Source: an optimization exercise on an open RTL-to-GDS flow (aim: small area, a short achievable clock period and few clock cycles per item). Production flows keep margins and buffers that such runs may drop.
Function was checked by simulation only, so behaviour that the tests miss may differ from the original.
No activity file was given, so power comes from the tool's default toggle rates.

--- flow/config.mk ---
export PLATFORM = sky130hd
export DESIGN_NAME = MIPS
export DESIGN_NICKNAME = MIPS
export VERILOG_FILES = /design/flow/design.v
export SDC_FILE = /design/flow/constraint.sdc
export NUM_CORES = 4
export LEC_CHECK = 0
export CAP_MARGIN = 20
export CORE_MARGIN = 2
export CORE_UTILIZATION = 50
export CTS_BUF_LIST = sky130_fd_sc_hd__clkbuf_4 sky130_fd_sc_hd__clkbuf_8
export PLACE_DENSITY = 0.65
export SLEW_MARGIN = 20
--- flow/constraint.sdc ---
create_clock -name core_clock -period 14.0 [get_ports {clk}]
set_input_delay 2.8000 -clock core_clock [delete_from_list [all_inputs] [get_ports {clk}]]
set_output_delay 2.8000 -clock core_clock [all_outputs]
set_load 0.01 [all_outputs]
--- flow/design.v ---
module MIPS(
    input reset_n,
    input clk,
    output [31:0] imem_addr,
    input [31:0] imem_rdata,
    output [31:0] dmem_addr,
    output [31:0] dmem_wdata,
    output dmem_we,
    input [31:0] dmem_rdata
);
reg [29:0] pc;           
reg [31:0] ir;           
reg        xv;           
reg        xp;           
reg [31:0] opa, opb_r;   
reg        fa, fb;       
reg [31:0] m_res;        
reg [31:0] m_wd;         
reg        m_we;         
reg        m_ld;         
reg [4:0]  m_rd;         
reg [31:0] rf [1:31];
wire [4:0]  dst;         
wire        taken;       
wire [29:0] target;
wire        ld_hz;       
wire [31:0] wb;          
wire [29:0] pc1 = pc + 30'd1;
assign imem_addr = {pc, 2'b00};
wire [4:0] f_rs = imem_rdata[25:21];
wire [4:0] f_rt = imem_rdata[20:16];
wire f_jmp = (imem_rdata[31:27] == 5'b00001);       
wire f_jal = f_jmp & imem_rdata[26];
wire [31:0] f_ir = f_jal ? {imem_rdata[31:26], pc1[25:0]} : imem_rdata;
wire w31_busy = (xv & (dst == 5'd31)) | (m_rd == 5'd31);
wire f_jr31 = (imem_rdata[31:26] == 6'd0) & (f_rs == 5'd31) & (f_rt == 5'd0) &
              (imem_rdata[5:0] == 6'b001000) & ~w31_busy;
reg [31:0] rfa, rfb;
integer i;
always @* begin
    rfa = 32'd0;
    rfb = 32'd0;
    for (i = 1; i < 32; i = i + 1) begin
        rfa = rfa | ({32{f_rs == i}} & rf[i]);
        rfb = rfb | ({32{f_rt == i}} & rf[i]);
    end
end
wire fm_a = (m_rd != 5'd0) & (m_rd == f_rs);
wire fm_b = (m_rd != 5'd0) & (m_rd == f_rt);
wire fe_a = (dst != 5'd0) & (dst == f_rs);
wire fe_b = (dst != 5'd0) & (dst == f_rt);
wire [31:0] f_a = fm_a ? wb : rfa;
wire [31:0] f_b = fm_b ? wb : rfb;
wire [5:0] op = ir[31:26];
wire [5:0] fn = ir[5:0];
wire [4:0] rt = ir[20:16];
wire [4:0] rd = ir[15:11];
wire is_mem  = op[5];                                    
wire is_sw   = op[5] & op[3];
wire is_lw   = op[5] & ~op[3];
wire is_imm  = ~op[5] & op[3];                           
wire is_slti = is_imm & op[1];
wire is_br   = ~op[5] & ~op[3] & op[2];                  
wire is_jj   = ~op[5] & ~op[3] & ~op[2] & op[1];         
wire is_jal  = is_jj & op[0];
wire is_r    = ~op[5] & ~op[3] & ~op[2] & ~op[1];
wire is_jr   = is_r & (fn == 6'b001000);
wire r_log   = fn[2];                                    
wire r_slt   = fn[3];
wire r_sub   = fn[1] & ~fn[3];
wire uses_rt = is_r | is_br | is_sw;
wire uses_rs = ~is_jj;
wire [31:0] a = fa ? m_res : opa;
wire [31:0] b = fb ? m_res : opb_r;
wire [31:0] imm = {{16{ir[15]}}, ir[15:0]};
wire [31:0] opb = (is_imm | is_mem) ? imm : b;
wire sub = is_slti | (is_r & (r_slt | r_sub | is_jr));
wire [32:0] sum = {1'b0, a} + {1'b0, sub ? ~opb : opb} + {32'd0, sub};
wire lt = ~sum[32];
reg [31:0] res;
always @* begin
    if (is_jal)
        res = {pc[29:26], ir[25:0], 2'b00};
    else if (is_slti | (is_r & r_slt))
        res = {31'd0, lt};
    else if (is_r & r_log)
        res = fn[0] ? (a | b) : (a & b);
    else
        res = sum[31:0];
end
assign dst = ~xv ? 5'd0 :
             (is_r & ~is_jr) ? rd :
             (is_imm | is_lw) ? rt :
             is_jal ? 5'd31 : 5'd0;
wire eq = (a == b);
assign taken = xv & ((is_br & (eq ^ op[0])) | (is_jr & ~xp));
wire [29:0] btarget = pc + imm[29:0];
assign target = is_jr ? sum[31:2] : btarget;
assign ld_hz = xv & m_ld & ((uses_rs & fa) | (uses_rt & fb));
assign dmem_addr  = m_res;
assign dmem_wdata = m_wd;
assign dmem_we    = m_we;
assign wb = m_ld ? dmem_rdata : m_res;
always @(posedge clk) begin
    if (!reset_n) begin
        pc   <= 30'd0;
        xv   <= 1'b0;
        m_we <= 1'b0;
        m_ld <= 1'b0;
        m_rd <= 5'd0;
    end else if (ld_hz) begin
        m_we <= 1'b0;
        m_ld <= 1'b0;
        m_rd <= 5'd0;
    end else begin
        m_we <= xv & is_sw;
        m_ld <= xv & is_lw;
        m_rd <= dst;
        xv   <= ~taken;
        pc   <= taken ? target :
                f_jmp ? {pc1[29:26], imem_rdata[25:0]} :
                f_jr31 ? rf[31][31:2] : pc1;
    end
end
always @(posedge clk) begin
    if (ld_hz) begin
        if (fa) opa <= wb;
        if (fb) opb_r <= wb;
        fa <= 1'b0;
        fb <= 1'b0;
    end else begin
        ir    <= f_ir;
        xp    <= f_jr31;
        opa   <= f_a;
        opb_r <= f_b;
        fa    <= fe_a;
        fb    <= fe_b;
    end
end
always @(posedge clk) begin
    m_res <= res;
    m_wd  <= b;
end
genvar g;
generate
    for (g = 1; g < 32; g = g + 1) begin : regs
        always @(posedge clk) begin
            if (!reset_n || (m_rd == g))
                rf[g] <= reset_n ? wb : 32'd0;
        end
    end
endgenerate
endmodule
--- flow/flow/run.sh ---
#!/bin/bash
# Standard ORFS layout (the standard.sh, standard synthesis unchanged), with:
#  - sizing free to pick any footprint of a cell's function;
#  - port buffers made with buf_2 instead of a delay-buffer cell.
set -o pipefail
bash standard.sh SETUP_SLACK_MARGIN=9.6 TNS_END_PERCENT=100 MATCH_CELL_FOOTPRINT=0 \
    "BUFFER_PORTS_ARGS=-buffer_cell sky130_fd_sc_hd__buf_2" finish > make_finish.log 2>&1
--- flow/standard.sh ---
#!/bin/bash
# synth_recipe.tcl (not shown) runs the flow's synth.tcl, then flattens the netlist and writes it again
# the make line also repeats each setting of config.mk as NAME=value (left out here)
make -C /OpenROAD-flow-scripts/flow DESIGN_CONFIG=/design/flow/config.mk WORK_HOME=/design/flow/orfs CLKGATE_MAP_FILE= SYNTH_SCRIPT=/design/flow/synth_recipe.tcl "${@:-finish}"
==> results of run 1 <==
## kinds of logic after synthesis
family	Yosys count	synth area share, %
AO/OA/AOI/OAI	1540	20.5
XOR/XNOR	117	1.82
adder cells (fa/ha/maj)	131	2.94
buffers and inverters	405	2.74
flip-flops	1192	61.7
multiplexers	125	2.31
other	1	0.00666
AND/OR/NAND/NOR	917	8.04
## power groups by stage
| stage | sequential, mW | clock (mW) | combinational, mW |
|---|---|---|---|
| after global routing | 5.43 | 3.40 | 2.38 |
| after global placement | 5.43 | 0 | 1.94 |
| after floorplan | 5.14 | 0 | 1.04 |
| final | 5.44 | 3.27 | 2.32 |
| after CTS | 5.36 | 3.25 | 2.10 |
| after detailed placement | 5.41 | 0 | 1.95 |
## final timing paths
check            startpoint         to  slack [ns]  cells past startpoint
min                  ir[21]  m_res[23]        0.49                      2
max reg2reg          ir[29]  m_res[25]        9.65                     17
max          imem_rdata[24]    opa[27]        9.42                      9
min reg2reg          ir[21]  m_res[23]        0.49                      2
## layout make-up
class / instances / share of cell area (%)
antenna: 27 / 0.102
clock buffer: 228 / 4.40
clock inverter: 123 / 1.73
inverter: 94 / 0.530
multi-input combinational: 2832 / 33.3
sequential: 1192 / 52.3
tap: 1500 / 2.82
timing repair buffer: 401 / 4.79
## Yosys cell counts (40+ instances only)
master / number / share of area (%)
edfxtp_1: 1088 / 58
a22oi_1: 443 / 5.9
clkbuf_1: 261 / 1.7
nor2_1: 242 / 1.6
a22o_1: 232 / 3.6
a221oi_1: 229 / 3.6
a21oi_1: 201 / 1.8
nand2_1: 155 / 1.0
nand3_1: 151 / 1.3
ha_1: 129 / 2.9
nand4_1: 116 / 1.3
o21ai_0: 111 / 0.99
dfxtp_1: 104 / 3.7
inv_1: 91 / 0.61
mux2i_1: 87 / 1.5
nor3_1: 81 / 0.72
xnor2_1: 75 / 1.2
a222oi_1: 64 / 1.1
xor2_1: 42 / 0.65
and2_1: 40 / 0.44
## layer usage
metal	routed length, um	share of wire [%]	global-route usage [%]
met3	51100	18	24.4
met2	113000	39	66.5
met4	32200	11	38.0
met5	224	0.078	2.45
met1	89800	31	56.1
## tightest hold or removal path: cells and delay by family, from the launching register on
kind / cells / cell delay, ns
AO/OA/AOI/OAI: 2 / 0.12
flip-flops: 1 / 0.32
## flip-flops by register name, indices dropped and copies added (netlist names), 5 cells and up
signal and flops:
pc 30, rf 992, m_rd 5, ir 31
m_res 32, opa 32, m_wd 32, opb_r 32
## timing repair
action                     in CTS  in global routing
pin swaps                      31                 47
setup buffers                  66                 40
hold buffers                    0                  0
cloned                          2                  3
resized for setup             221                147
setup endpoints to repair     536                121
## placed cells by master (no fill, tap or decap), types with 33 or more instances in the layout
cell type	n
xnor2_1	60
mux2_2	37
nor2_1	184
nand2_1	143
a222oi_1	64
buf_4	177
o21ai_1	33
a221oi_1	212
dfxtp_1	65
inv_1	89
clkbuf_4	34
o21ai_0	77
mux2i_1	81
a211oi_1	36
nand3_1	148
clkbuf_8	194
clkinv_1	50
xor2_1	37
a22oi_1	443
buf_2	149
nand4_1	116
and2_1	39
nor2_4	56
buf_6	40
dfxtp_2	34
a22o_1	232
nor3_1	42
edfxtp_1	1088
ha_1	114
a21oi_1	193
==> summary.txt, run 1 <==
- Status: no timing/DRC/antenna violations
- Ys flop type: edfxtp_1
- Site Rows: about 120
- Total power: roughly 11 mW
- Sequential power share: a little under 50%
- Mapped Area: roughly 56000 um^2
- Global-route wire length before repair: approximately 380000 um
- Max cap viols: 0
- Unrepaired setup endpoints after global routing: yes
- Full die area: ~120000 um^2
- DR DRC count: 0
- Layout Cells excl Fill: between 6k and 7k
- Worst-Skew Late Latency: 0.94 ns
- CTS Sinks: roughly 1.2k
- H-tree levels: 4
- Hold Vio Cnt, Final: 0
- Comb power frac: 21.0%
- Avg Vias per Cell: 8.02
- CP Data Required Time: 14.72 ns
- I/O pins: 163
- Tcrit/Tclk final: between 30% and 40%
- Area of the multi-input gates: 22200 um^2
- Fin crit period: 4.58 ns
- Die width: 340 um
- DRT Wirelength: between 200000 and 300000 um
- Largest net degree at the start of global routing: 65
- Syn. warnings: 2
- Top delay family on crit path: buffers and inverters
- Placed cells: 5908
- Num CTS Buffers: 194
- GP Congestion: 1.03
- Min Hold Slack: 0.490 ns
- Setup TNS: 0 ns
- Most used cell, CP: buf_4
- Nets: slightly below 5k
- IO buf count: 160
- Via count: between 50k and 60k
- Clock Power Share: between 20% and 30%
- Least-Margin Pin Slew: 1.30 ns
- Detailed placement HPWL: roughly 160000 um
- Layout cells sized above 1: 22.2%
- Setup ws final: 9.42 ns
- Worst setup SP type: input port
- Setup slack at placement: 7.80 ns
- Slew Limit Fails: 0
- Internal power: 7.25 mW
- Seq cells post-synth: 1192
- Placement Cell Area: 59900 um^2
- Clock-pin transition on the worst setup and hold timing paths: 0.07 ns
- Setup crit end kind: flop
- Crit-path max FO: 20
- Filler cell count: between 8k and 9k
- Clock Path Buffers: 3
- Crit-path cells: buf_4 > nand3b_1 > buf_12 > nor2_4 > buf_4 > a22oi_1 > nand4_1 > nor4_2 > a21oi_1
- Netlist cell types: 86
- Seq/Total Area, Yosys: between 60% and 70%
- Reg area: 34800 um^2
- Core area: around 110000 um^2
- Sw frac: 34.2%
- Final setup viols: 0
- Leakage power total: 24.0 nW
- Antenna violations before repair: 31
- Vias in the first global route: 47.0k
- Number of DRC markers in iteration 0: 12.9k
- Fin area: 66500 um^2
- CTS tree: yes
- Switch Pwr: 3.77 mW
- Fin util: around 59%
- Pwr/cell area: 166 nW/um^2
- Final ANT Viol Nets: 0
- HP Class: flop to flop
- GR Util All Layers: between 40% and 50%
- Post-Syn Area per Cell: 12.7 um^2
- Root Driver: clkbuf_8
- Initial Util: 50.2%
- Maximum VDD drop: 0.109 mV
- Fmax: 0.218 GHz
- Die height: 340 um
- Clock skew: 0.0556 ns
- CP bufs+invs: 3
- EDFF count, synth: 1088
- Ys async rst share: 0%
- Crit Path Class: input port to flop
- Pre-antenna DRT Iters: 17
- Syn Inst Count: 4428
- Critical Path AT: 5.30 ns
- Max_slew headroom: roughly 13%
- Total grt overflow: 0
- Max incr delay on CP: between 0.5 and 0.6 ns
- DR WL/cell: 44.7 um
- CP max-delay cell: buf_4
- Area grow syn2layout: 18.1%
Testbench counts, summed over its fixed seeds: cycles 36,086, insns 32,772.
==> inputs of run 2 (changes only) <==
--- a/flow/config.mk
+++ b/flow/config.mk
@@ -8,6 +8,6 @@
 export CAP_MARGIN = 20
 export CORE_MARGIN = 2
-export CORE_UTILIZATION = 50
+export CORE_UTILIZATION = 35
 export CTS_BUF_LIST = sky130_fd_sc_hd__clkbuf_4 sky130_fd_sc_hd__clkbuf_8
-export PLACE_DENSITY = 0.65
+export PLACE_DENSITY = 0.55
 export SLEW_MARGIN = 20
==> run 2 against run 1 <==
  * Synthesized cell count unchanged
  * Fmax decreased by 1.2%
  * Core utilization decreased by 17 points
  * Synthesized area unchanged
  * Clock power decreased by 3%
  * Sequential cell count unchanged
  * Die area increased by 42%
  * Non-clock buffer count decreased by 18
  * Via count decreased by 2.0%
  * Critical endpoint is now opa[18]
  * Largest cell class unchanged
  * Highest routed layer unchanged
==> summary.txt, run 2 <==
- Status: no timing/DRC/antenna violations (unchanged)
- Crit Path Class: input port to flop (unchanged)
- DRT Wirelength: 299000 um (was 286000 um)
- Worst-Skew Late Latency: 0.97 ns (was 0.94 ns)
- Initial Util: 35.2% (was 50.2%)
- Worst r2r path cells: 16 (was 17)
- Vias in the first global route: 46.3k (was 47.0k)
- Mapped Area: 56300 um^2 (unchanged)
- EDFF count, synth: 1088 (unchanged)
- Maximum VDD drop: 0.108 mV (was 0.109 mV)
- Post-Syn Area per Cell: 12.7 um^2 (unchanged)
- Ys flop type: edfxtp_1 (unchanged)
- Pwr/cell area: 163 nW/um^2 (was 166 nW/um^2)
- Final setup viols: 0 (unchanged)
- Critical Path AT: 5.28 ns (was 5.30 ns)
- Setup TNS: 0 ns (unchanged)
- Crit-path cells: buf_6 > or2_4 > buf_4 > nor2_4 > buf_12 > a22o_1 > a221oi_1 > nand3_1 > nor4_4 > a21oi_2 (was buf_4 > nand3b_1 > buf_12 > nor2_4 > buf_4 > a22oi_1 > nand4_1 > nor4_2 > a21oi_1)
- Syn. warnings: 2 (unchanged)
- Largest net degree at the start of global routing: 65 (unchanged)
- Setup ws final: 9.37 ns (was 9.42 ns)
- Fin crit period: 4.63 ns (was 4.58 ns)
- GP Congestion: 0.964 (was 1.03)
- H-tree levels: 4 (unchanged)
- Seq/Total Area, Yosys: 61.7% (unchanged)
- Slew Limit Fails: 0 (unchanged)
- CTS Sinks: 1192 (unchanged)
- Leakage power total: 23.9 nW (was 24.0 nW)
- Die width: 405 um (was 340 um)
- Full die area: 164000 um^2 (was 115000 um^2)
- Number of DRC markers in iteration 0: 11.6k (was 12.9k)
- Least-Margin Pin Slew: 1.23 ns (was 1.30 ns)
- Avg Vias per Cell: 7.16 (was 8.02)
- Hold Vio Cnt, Final: 0 (unchanged)
- Seq cells post-synth: 1192 (unchanged)
- HP Class: flop to flop (unchanged)
- Layout cells sized above 1: 22.2% (about the same)
- Top cells by area, synth: edfxtp_1, a22oi_1, dfxtp_1 (unchanged)
- Area leader, netlist: edfxtp_1 (unchanged)
- Area share of the largest cell type after synthesis: 58.0% (unchanged)
- CTS Hold Buffers Added: 0 (unchanged)
- Worst setup SP type: input port (unchanged)
- DR WL/cell: 42.5 um (was 44.7 um)
- Ys async rst share: 0% (unchanged)
- Top-count cell post-synth: edfxtp_1 (unchanged)
- Number of flip-flops in the largest register: 992 (unchanged)
- Hold Path Depth: 2 (unchanged)
- Via count: 50.3k (was 51.3k)
- CP max-delay cell: nor4_4 (was buf_4)
- Setup slack at placement: 7.78 ns (was 7.80 ns)
- CP Data Required Time: 14.65 ns (was 14.72 ns)
- Clock-pin transition on the worst setup and hold timing paths: 0.06 ns (was 0.07 ns)
- Area grow syn2layout: 19.2% (was 18.1%)
- IO buf count: 160 (unchanged)
- Crit-path max FO: 25 (was 20)
- Top post-synthesis cells by count: edfxtp_1, a22oi_1, clkbuf_1 (unchanged)
- Setup crit end kind: flop (unchanged)
- Fin util: 41.9% (was 59.3%)
- Unrepaired setup endpoints after global routing: no (was yes)
- Syn Inst Count: 4428 (unchanged)
- Core area: 160000 um^2 (was 112000 um^2)
- CTS tree: yes (unchanged)
- Total power: 10.9 mW (was 11.0 mW)
- Max cap viols: 0 (unchanged)
- GR Util All Layers: 34.9% (was 48.1%)
- Die height: 405 um (was 340 um)
- Biggest register: rf (unchanged)
- Num CTS Buffers: 193 (was 194)
- Antenna violations before repair: 25 (was 31)
- Pre-antenna DRT Iters: 14 (was 17)
- Max_slew headroom: 18.0% (was 12.8%)
- Nets: 4893 (was 4912)
- I/O pins: 163 (unchanged)
- DR DRC count: 0 (unchanged)
- Total grt overflow: 0 (unchanged)
- Most frequent cells in the layout: edfxtp_1, a22oi_1, a22o_1, a221oi_1, clkbuf_8 (unchanged)
- Final ANT Viol Nets: 0 (unchanged)
- Max incr delay on CP: 0.64 ns (was 0.56 ns)
- Clock Path Buffers: 3 (unchanged)
- Root Driver: clkbuf_8 (unchanged)
- Most common cell after layout, fill and taps aside: edfxtp_1 (unchanged)
- Netlist cell types: 86 (unchanged)
- Detailed placement HPWL: 168000 um (was 162000 um)
- Global-route wire length before repair: 393000 um (was 382000 um)
- Site Rows: 147 (was 123)
- Fmax: 0.216 GHz (was 0.218 GHz)
- Tcrit/Tclk final: 33.1% (was 32.7%)
- Clock skew: 0.0646 ns (was 0.0556 ns)
## run 2: what timing repair did
item / CTS / global route
endpoints found under the setup margin: 951 / 110
cloned: 0 / 5
pin swaps: 42 / 41
setup buffers: 70 / 13
resized for setup: 255 / 145
## run 2: where the power goes
part	total [mW]	internal [mW]	leakage, nW	switching [mW]
clock network	3.16	1.65	2.07	1.51
logic	2.34	0.706	9.74	1.64
registers	5.42	4.81	12.1	0.611
## run 2: cell type report
class	count	area [um^2]
fill	14800	93000
sequential	1192	34800
multi-input combinational	2832	22200
clock buffer	262	3220
timing repair buffer	383	3100
tap	2160	2700
clock inverter	88	673
inverter	94	353
antenna	16	40.0
## run 2: path summary, 6_finish.rpt
| kind | start | end | slack, ns |
|---|---|---|---|
| hold / removal | ir[21] | m_res[23] | 0.49 |
| setup / recovery | imem_rdata[22] | opa[18] | 9.37 |
| setup reg to reg | ir[31] | pc[29] | 9.62 |
| hold reg to reg | ir[21] | m_res[23] | 0.49 |
## run 2: logic make-up (layout without fill, tap and decap cells)
family | after synthesis | after routing | synth area share, %
xor gates and xnor gates | 117 | 117 | 1.82
and+or+nand+nor | 917 | 917 | 8.04
AOI/OAI and AO/OA | 1540 | 1540 | 20.5
adders and majority gates | 131 | 131 | 2.94
DFF | 1192 | 1192 | 61.7
muxes | 125 | 125 | 2.31
other | 1 | 18 | 0.00666
buffers and inverters | 405 | 827 | 2.74
## run 2: per-layer routing
metal | share of wire (%) | up-vias | global-route usage, %
met3 | 16 | 1681 | 15.0
li1 | - | 18700 | -
met4 | 8.9 | 42 | 22.7
met2 | 41 | 5355 | 50.0
met1 | 34 | 24500 | 42.7
met5 | 0.21 | - | 1.61
## run 2: stage by stage
step,std cells,cell area (um^2),hold WS [ns]
floorplan,4429,57000,0.415
global placement,6572,60700,0.497
detailed placement,6572,60700,0.490
CTS,6992,66200,0.496
global route,7012,67100,0.516
finish,7027,67200,0.487
## run 2: critical path, delay by kind of cell
family | cells | cell delay, ns
buffers and inverters | 3 | 0.53
AND/OR/NAND/NOR | 4 | 1.17
AO/OA/AOI/OAI | 3 | 0.63
==> inputs of run 3 (changes only) <==
--- a/flow/design.v
+++ b/flow/design.v
@@ -72,9 +72,10 @@
 wire uses_rs = ~is_jj;
 wire [31:0] a = fa ? m_res : opa;
+wire [31:0] alu_a = is_br ? {pc, 2'b00} : a;
 wire [31:0] b = fb ? m_res : opb_r;
 wire [31:0] imm = {{16{ir[15]}}, ir[15:0]};
-wire [31:0] opb = (is_imm | is_mem) ? imm : b;
+wire [31:0] opb = (is_imm | is_mem) ? imm : is_br ? {imm[29:0], 2'b00} : b;
 wire sub = is_slti | (is_r & (r_slt | r_sub | is_jr));
-wire [32:0] sum = {1'b0, a} + {1'b0, sub ? ~opb : opb} + {32'd0, sub};
+wire [32:0] sum = {1'b0, alu_a} + {1'b0, sub ? ~opb : opb} + {32'd0, sub};
 wire lt = ~sum[32];
 reg [31:0] res;
@@ -95,6 +96,5 @@
 wire eq = (a == b);
 assign taken = xv & ((is_br & (eq ^ op[0])) | (is_jr & ~xp));
-wire [29:0] btarget = pc + imm[29:0];
-assign target = is_jr ? sum[31:2] : btarget;
+assign target = sum[31:2];
 assign ld_hz = xv & m_ld & ((uses_rs & fa) | (uses_rt & fb));
 assign dmem_addr  = m_res;
==> run 3 against run 2 <==
  * Still clean on timing, DRC and antenna
  * Via count is 4.5% lower
  * Worst setup slack better by 0.12 ns
  * Combinational power is 17% lower
  * Die area is 2.8% lower
  * Sequential cell count stayed put
  * Synthesized area is 2.9% lower
  * Critical path depth is 2 lower
  * Wire length is 6.8% lower
  * Sequential power hardly changed
  * First-iteration DRC count is 4.5% lower
  * Global-route usage is 1.3 points lower
  * Critical path type unchanged
  * Critical endpoint is now opb_r[25]
==> summary.txt, run 3 <==
- Worst r2r src: ir[31] (unchanged)
- Worst setup SP type: input port (unchanged)
- Syn Inst Count: 4217 (was 4428)
- Max_slew headroom: 21.6% (was 18.0%)
- Clock-pin transition on the worst setup and hold timing paths: 0.07 ns (was 0.06 ns)
- Post-Syn Area per Cell: 13.0 um^2 (was 12.7 um^2)
- Biggest register: rf (unchanged)
- Filler cell count: 14.3k (was 14.8k)
- Critical path launch point: imem_rdata[20] (was imem_rdata[22])
- Seq cells post-synth: 1192 (unchanged)
- Crit Path Class: input port to flop (unchanged)
- Die height: 399 um (was 405 um)
- Layout cells sized above 1: 22.7% (was 22.2%)
- Crit-path max FO: 32 (was 25)
- Mapped Area: 54700 um^2 (was 56300 um^2)
- Top post-synthesis cells by count: edfxtp_1, a22oi_1, clkbuf_1 (unchanged)
- Fmax: 0.221 GHz (was 0.216 GHz)
- Status: no timing/DRC/antenna violations (unchanged)
- Hold Vio Cnt, Final: 0 (unchanged)
- Setup crit end kind: flop (unchanged)
- Worst-Skew Late Latency: 0.98 ns (was 0.97 ns)
- Detailed placement HPWL: 153000 um (was 168000 um)
- Final setup viols: 0 (unchanged)
- Max cap viols: 0 (unchanged)
- Leakage power total: 22.9 nW (was 23.9 nW)
- Most frequent cells in the layout: edfxtp_1, a22oi_1, clkbuf_8, a22o_1, a221oi_1 (was edfxtp_1, a22oi_1, a22o_1, a221oi_1, clkbuf_8)
- Crit-path cells: buf_2 > nand3_1 > nor2_4 > buf_4 > a221oi_1 > nand4_1 > nor3_1 > a31oi_1 (was buf_6 > or2_4 > buf_4 > nor2_4 > buf_12 > a22o_1 > a221oi_1 > nand3_1 > nor4_4 > a21oi_2)
- CTS tree: yes (unchanged)
- Nets: 4666 (was 4893)
- Top delay family on crit path: buffers and inverters (was simple AND/OR/NAND/NOR gates)
- Critical Path AT: 5.25 ns (was 5.28 ns)
- Ys async rst share: 0% (unchanged)
- Setup ws final: 9.48 ns (was 9.37 ns)
- Setup slack at placement: 8.11 ns (was 7.78 ns)
- Pre-antenna DRT Iters: 13 (was 14)
- Clock Path Buffers: 3 (unchanged)
- Largest net degree at the start of global routing: 54 (was 65)
- Max incr delay on CP: 0.79 ns (was 0.64 ns)
- CP max-delay cell: buf_4 (was nor4_4)
- CP Data Required Time: 14.73 ns (was 14.65 ns)
- Site Rows: 145 (was 147)
- HP Class: flop to flop (unchanged)
- CP bufs+invs: 2 (was 3)
- GP Congestion: 0.961 (was 0.964)
- Ys flop type: edfxtp_1 (unchanged)
- Netlist cell types: 76 (was 86)
- Pwr/cell area: 162 nW/um^2 (was 163 nW/um^2)
- Vias in the first global route: 44.4k (was 46.3k)
- Avg Vias per Cell: 7.13 (was 7.16)
- Via count: 48.0k (was 50.3k)
- Fin crit period: 4.52 ns (was 4.63 ns)
- Syn. warnings: 2 (unchanged)
- Top-count cell post-synth: edfxtp_1 (unchanged)
- Final ANT Viol Nets: 0 (unchanged)
- EDFF count, synth: 1088 (unchanged)
- DR DRC count: 0 (unchanged)
- Num CTS Buffers: 192 (was 193)
- Antenna violations before repair: 15 (was 25)
- Root Driver: clkbuf_8 (unchanged)
- Area of the multi-input gates: 20100 um^2 (was 22200 um^2)
- DR WL/cell: 41.3 um (was 42.5 um)
- Seq/Total Area, Yosys: 63.5% (was 61.7%)
- Full die area: 160000 um^2 (was 164000 um^2)
- IO buf count: 160 (unchanged)
- Number of flip-flops in the largest register: 992 (unchanged)
- CTS Sinks: 1192 (unchanged)
- Reg area: 34900 um^2 (was 34800 um^2)
- Most common cell after layout, fill and taps aside: edfxtp_1 (unchanged)
- H-tree levels: 4 (unchanged)
- I/O pins: 163 (unchanged)
- DRT Wirelength: 278000 um (was 299000 um)
- Initial Util: 35.2% (about the same)
- Area share of the largest cell type after synthesis: 59.7% (was 58.0%)
- CTS Hold Buffers Added: 0 (unchanged)
- Area grow syn2layout: 18.7% (was 19.2%)
- Global-route wire length before repair: 369000 um (was 393000 um)
- Clock skew: 0.0471 ns (was 0.0646 ns)
- Worst Min Path Start: ir[25] (was ir[21])
- Tcrit/Tclk final: 32.3% (was 33.1%)
- Number of DRC markers in iteration 0: 11.1k (was 11.6k)
- Least-Margin Pin Slew: 1.18 ns (was 1.23 ns)
- Setup TNS: 0 ns (unchanged)
- Unrepaired setup endpoints after global routing: yes (was no)
- Area leader, netlist: edfxtp_1 (unchanged)
- Core area: 156000 um^2 (was 160000 um^2)
- Total grt overflow: 0 (unchanged)
- Slew Limit Fails: 0 (unchanged)
- Maximum VDD drop: 0.114 mV (was 0.108 mV)
- Top cells by area, synth: edfxtp_1, a22oi_1, dfxtp_1 (unchanged)
- Die width: 399 um (was 405 um)
- GR Util All Layers: 33.7% (was 34.9%)
==> run 3: cell count changes after synthesis, sizes merged, moves of 15 or more <==
| cell | previous run | this run |
|---|---|---|
| a22oi | 443 | 515 |
| nand3 | 151 | 95 |
| a21oi | 201 | 153 |
| a22o | 232 | 196 |
| a221oi | 230 | 200 |
| nand4 | 116 | 146 |
| ha | 129 | 100 |
| mux2i | 87 | 68 |
| mux2 | 38 | 54 |
| a211oi | 39 | 24 |
| nor2 | 242 | 257 |
==> run 3: cells by family (layout without fill, tap and decap cells) <==
group	after synthesis	count (layout)	synth area share [%]
compound gates	1446	1446	19.7
flops	1192	1192	63.5
simple gates	852	852	7.64
buf+inv	395	836	2.76
mux	122	122	2.35
xor+xnor	108	108	1.73
fa+ha+maj	101	101	2.32
other cells	1	20	0.00685
==> run 3: final timing paths <==
check,end,slack (ns),cells past startpoint
worst min-delay path,m_res[27],0.44,2
worst max register to register,pc[29],9.54,19
worst max-delay path,opb_r[25],9.48,8
worst min register to register,m_res[27],0.44,2
==> run 3: layout make-up <==
class / count / area share, %
timing repair buffer: 394 / 4.79
inverter: 88 / 0.512
clock buffer: 251 / 4.83
clock inverter: 103 / 1.19
multi-input combinational: 2631 / 31.0
tap: 2058 / 3.96
antenna: 18 / 0.0693
sequential: 1192 / 53.7
==> run 3: what timing repair did <==
item | CTS | global route
buffers inserted | 50 | 49
resized for setup | 185 | 138
pin swaps | 34 | 39
endpoints found under the setup margin | 1046 | 370
cloned | 2 | 1
==> run 3: stage by stage <==
step	instances	power (mW)	hold slack (ns)	instance area (um^2)	util (%)
2_1_floorplan	4218	6.07	0.418	55400	-
3_3_place_gp	6261	7.11	0.438	58900	37.8
3_5_place_dp	6261	7.10	0.431	58900	37.8
4_1_cts	6667	10.3	0.439	63900	41.1
5_1_grt	6721	10.8	0.485	64900	41.7
6_report	6735	10.5	0.445	65000	41.7
==> run 3: power by group <==
group | total [mW] | switching (mW) | leakage, nW | internal, mW
logic | 1.95 | 1.33 | 8.71 | 0.622
clock network | 3.16 | 1.51 | 2.04 | 1.65
registers | 5.41 | 0.599 | 12.1 | 4.81
total | 10.5 | 3.44 | 22.9 | 7.08
==> run 3: worst min-delay path, stage by stage, from the launching register on <==
cell and delay, ns:
edfxtp_1 0.32, nand2_1 0.04, o21ai_1 0.06
==> run 3: routing by layer <==
layer  part of all wire (%)  track usage, %  up-vias  routed length (um)
li1                       -               -    17800                   -
met1                     34            40.9    23200               94000
met2                     40            47.8     5387              113000
met3                     18            16.5     1566               49300
met4                    8.0            20.1       20               22100
met5                   0.18            1.60        -                 515
Testbench counts of run 3, summed over its fixed seeds: cycles 36,086, insns 32,772.
==> inputs of run 4 (changes only) <==
--- a/flow/config.mk
+++ b/flow/config.mk
@@ -8,6 +8,6 @@
 export CAP_MARGIN = 20
 export CORE_MARGIN = 2
-export CORE_UTILIZATION = 35
+export CORE_UTILIZATION = 50
 export CTS_BUF_LIST = sky130_fd_sc_hd__clkbuf_4 sky130_fd_sc_hd__clkbuf_8
-export PLACE_DENSITY = 0.55
+export PLACE_DENSITY = 0.65
 export SLEW_MARGIN = 20
==> run 4 against run 3 <==
  * Count of clock-buffer cells in the layout did not move
  * Critical path depth grew 1
  * Fmax shrank 2.7%
  * Global-route usage is 12 points higher
  * Hold slack gained 0.031 ns
  * Synthesized cell count unchanged
  * Clock power shrank 5%
  * Combinational power hardly changed
  * Sequential share of layout area increased by 0.88 points
==> summary.txt, run 4 <==
- Reg area: 34800 um^2 (was 34900 um^2)
- Max incr delay on CP: 0.55 ns (was 0.79 ns)
- Syn Inst Count: 4217 (unchanged)
- Post-synthesis adder-cell area fraction: 2.32% (unchanged)
- Number of flip-flops in the largest register: 992 (unchanged)
- Site Rows: 121 (was 145)
- Max cap viols: 0 (unchanged)
- Worst-Skew Late Latency: 0.95 ns (was 0.98 ns)
- Area of the multi-input gates: 20200 um^2 (was 20100 um^2)
- Core area: 109000 um^2 (was 156000 um^2)
- GRT busiest layer: met2 (unchanged)
- CTS Hold Buffers Added: 0 (unchanged)
- Ys flop type: edfxtp_1 (unchanged)
- Top post-synthesis cells by count: edfxtp_1, a22oi_1, clkbuf_1 (unchanged)
- Fin area: 63800 um^2 (was 65000 um^2)
- Xor/xnor share of the synthesized area: 1.73% (unchanged)
- Status: no timing/DRC/antenna violations (unchanged)
- Final ANT Viol Nets: 0 (unchanged)
- Initial Util: 50.3% (was 35.2%)
- Antenna violations before repair: 19 (was 15)
- Met1 Track Usage GR: 54.3% (was 40.9%)
- Max_slew headroom: 22.9% (was 21.6%)
- Seq cells post-synth: 1192 (unchanged)
- Avg Vias per Cell: 8.04 (was 7.13)
- Placement Cell Area: 58100 um^2 (was 58900 um^2)
- GRT met3 Usage: 26.8% (was 16.5%)
- Layout Cells excl Fill: 6055 (was 6735)
- Fin crit period: 4.64 ns (was 4.52 ns)
- Post-Syn Area per Cell: 13.0 um^2 (unchanged)
- Die width: 335 um (was 399 um)
- Seq/Total Area, Yosys: 63.5% (unchanged)
- EDFF count, synth: 1088 (unchanged)
- Setup TNS: 0 ns (unchanged)
- Met2 usage: 61.6% (was 47.8%)
- Num CTS Buffers: 184 (was 192)
- Largest net degree at the start of global routing: 54 (unchanged)
- CTS tree: yes (unchanged)
- Placed cells: 5608 (was 6261)
- Most frequent cells in the layout: edfxtp_1, a22oi_1, a22o_1, clkbuf_8, nor2_1 (was edfxtp_1, a22oi_1, clkbuf_8, a22o_1, a221oi_1)
- Top cells by area, synth: edfxtp_1, a22oi_1, dfxtp_1 (unchanged)
- Pwr/cell area: 161 nW/um^2 (was 162 nW/um^2)
- Biggest register: rf (unchanged)
- Fmax: 0.216 GHz (was 0.221 GHz)
- Post-synthesis mux area share: 2.35% (unchanged)
- Worst Min Path Start: ir[25] (unchanged)
- DRT Wirelength: 263000 um (was 278000 um)
- Layout cells sized above 1: 21.7% (was 22.7%)
- Full die area: 112000 um^2 (was 160000 um^2)
- Crit Path Class: input port to flop (unchanged)
- Mapped Area: 54700 um^2 (unchanged)
- Main combinational cell family by area after synthesis: compound AO/OA/AOI/OAI gates (unchanged)
- Most common cell after layout, fill and taps aside: edfxtp_1 (unchanged)
- Least-Margin Pin Slew: 1.16 ns (was 1.18 ns)
- Unrepaired setup endpoints after global routing: yes (unchanged)
- IO buf count: 160 (unchanged)
- Netlist cell types: 76 (unchanged)
- Critical Path AT: 5.34 ns (was 5.25 ns)
- Vias in the first global route: 44.6k (was 44.4k)
- Critical path launch point: imem_rdata[24] (was imem_rdata[20])
- Crit-path max FO: 23 (was 32)
- Slew Limit Fails: 0 (unchanged)
- Detailed placement HPWL: 141000 um (was 153000 um)
- Area grow syn2layout: 16.6% (was 18.7%)
- Final setup viols: 0 (unchanged)
- CP max-delay cell: nor2_4 (was buf_4)
- Global-route wire length before repair: 353000 um (was 369000 um)
- HP Class: flop to flop (unchanged)
- Nets: 4641 (was 4666)
- Maximum VDD drop: 0.108 mV (was 0.114 mV)
- Number of DRC markers in iteration 0: 13.0k (was 11.1k)
- Worst setup SP type: input port (unchanged)
- GR Util All Layers: 45.6% (was 33.7%)
- Area share of the largest cell type after synthesis: 59.7% (unchanged)
- Crit-path cells: clkbuf_4 > nand3b_1 > buf_4 > nor2_4 > buf_6 > a22oi_1 > nand3_1 > nor4_4 > a21oi_1 (was buf_2 > nand3_1 > nor2_4 > buf_4 > a221oi_1 > nand4_1 > nor3_1 > a31oi_1)
- Die height: 335 um (was 399 um)
- Setup crit end kind: flop (unchanged)
- Syn. warnings: 2 (unchanged)
- Leakage power total: 22.7 nW (was 22.9 nW)
- Clock Path Buffers: 3 (unchanged)
- Ys async rst share: 0% (unchanged)
- Hold Vio Cnt, Final: 0 (unchanged)
- Worst r2r src: ir[29] (was ir[31])
- Tcrit/Tclk final: 33.1% (was 32.3%)
- Total grt overflow: 0 (unchanged)
- Clock-pin transition on the worst setup and hold timing paths: 0.07 ns (about the same)
- CTS Sinks: 1192 (unchanged)
- Compound-Gate Fraction of Synth Area: 19.7% (unchanged)
- CP Data Required Time: 14.70 ns (was 14.73 ns)
- Clock skew: 0.0685 ns (was 0.0471 ns)
- Simple-Gate Fraction of Synth Area: 7.64% (unchanged)
- Filler cell count: 8558 (was 14.3k)
- Pre-antenna DRT Iters: 21 (was 13)
- Area leader, netlist: edfxtp_1 (unchanged)
- Top-count cell post-synth: edfxtp_1 (unchanged)
- Root Driver: clkbuf_8 (unchanged)
- DR WL/cell: 43.5 um (was 41.3 um)
- DR DRC count: 0 (unchanged)
- H-tree levels: 4 (unchanged)
- Via count: 48.7k (was 48.0k)
- GP Congestion: 1.01 (was 0.961)
- Setup ws final: 9.36 ns (was 9.48 ns)
- Setup slack at placement: 7.88 ns (was 8.11 ns)
- I/O pins: 163 (unchanged)
## run 4: final cells by class
cell class | instances | area share (%)
multi-input cells | 2633 | 31.7
flip-flops and latches | 1192 | 54.5
inverters | 88 | 0.517
clock buffers | 251 | 4.80
repair buffers | 375 | 4.66
well taps | 1414 | 2.77
clock inverters | 83 | 0.933
diodes | 19 | 0.0745
## run 4: worst paths after layout
check	cells past startpoint	slack (ns)	to
setup / recovery	9	9.36	opa[19]
setup reg to reg	20	9.60	m_res[31]
hold reg to reg	2	0.48	m_res[27]
hold / removal	2	0.48	m_res[27]
## run 4: cell families after synthesis
group           count (synthesis)
compound gates               1446
fa+ha+maj                     101
other cells                     1
flops                        1192
mux                           122
xor+xnor                      108
simple gates                  852
buf+inv                       395
## run 4: what timing repair did
| item | 4_1_cts | 5_1_grt |
|---|---|---|
| pin swaps | 33 | 32 |
| gates cloned | 3 | 2 |
| gates resized for setup | 180 | 124 |
| setup buffers | 49 | 40 |
| endpoints found under the setup margin | 1397 | 109 |
## run 4: report_power, final
| part | internal [mW] | total [mW] | switching (mW) | leakage [nW] |
|---|---|---|---|---|
| clock network | 1.55 | 3.00 | 1.45 | 1.93 |
| registers | 4.80 | 5.36 | 0.555 | 12.1 |
| logic | 0.598 | 1.93 | 1.33 | 8.64 |
## run 4: stage by stage
stage | hold slack, ns | power (mW) | utilization, %
global placement | 0.446 | 7.01 | 53.4
detailed placement | 0.452 | 7.02 | 53.4
global route | 0.496 | 10.5 | 58.7
floorplan | 0.418 | 6.07 | -
finish | 0.475 | 10.3 | 58.7
CTS | 0.465 | 10.0 | 57.9
## run 4: critical path, delay by kind of cell
kind | cells | cell delay, ns
buffers and inverters | 3 | 0.87
AO/OA/AOI/OAI | 2 | 0.61
AND/OR/NAND/NOR | 4 | 1.01
## run 4: per-layer routing
layer  vias to the layer above  wire, um
li1                      17800         -
met1                     22800     83500
met2                      6080    102000
met3                      2004     52500
met4                        35     25000
met5                         -       766

[re-timing with driven ports]
How much do the figures lean on ideal ports? The routed layouts below were timed once more, with nothing changed but the port constraints.
Step 1: set_driving_cell puts a clkbuf_16 on clk and a buf_2 on each other input, an assumption about the parent block.
Step 2 moves the port delays by t, midway between the first and last clock arrival at a register: inputs arrive t later, outputs are due t later. That takes back most of the time a late clock gives input paths.
Three values: ideal ports, drivers, drivers and shift; two values: the first two.
run | t (ns) | setup WS [ns] | worst setup path at the end | worst register clock-pin slew, ns | worst data-port slew with drivers (ns)
run 1 | 0.982 | 9.422 / 9.324 / 8.342 | input to register | 0.07 / 0.07 | 0.17
run 2 | 1.010 | 9.367 / 9.321 / 8.311 | input to register | 0.08 / 0.08 | 0.21
run 3 | 1.025 | 9.485 / 9.407 / 8.382 | input to register | 0.07 / 0.07 | 0.20
run 4 | 0.989 | 9.362 / 9.364 / 8.375 | input to register | 0.07 / 0.07 | 0.10
After both steps setup and hold are still met in every run listed. For run 3, which loses most, drivers alone change the setup slack by -0.078 ns; drivers and shift together by -1.103 ns.
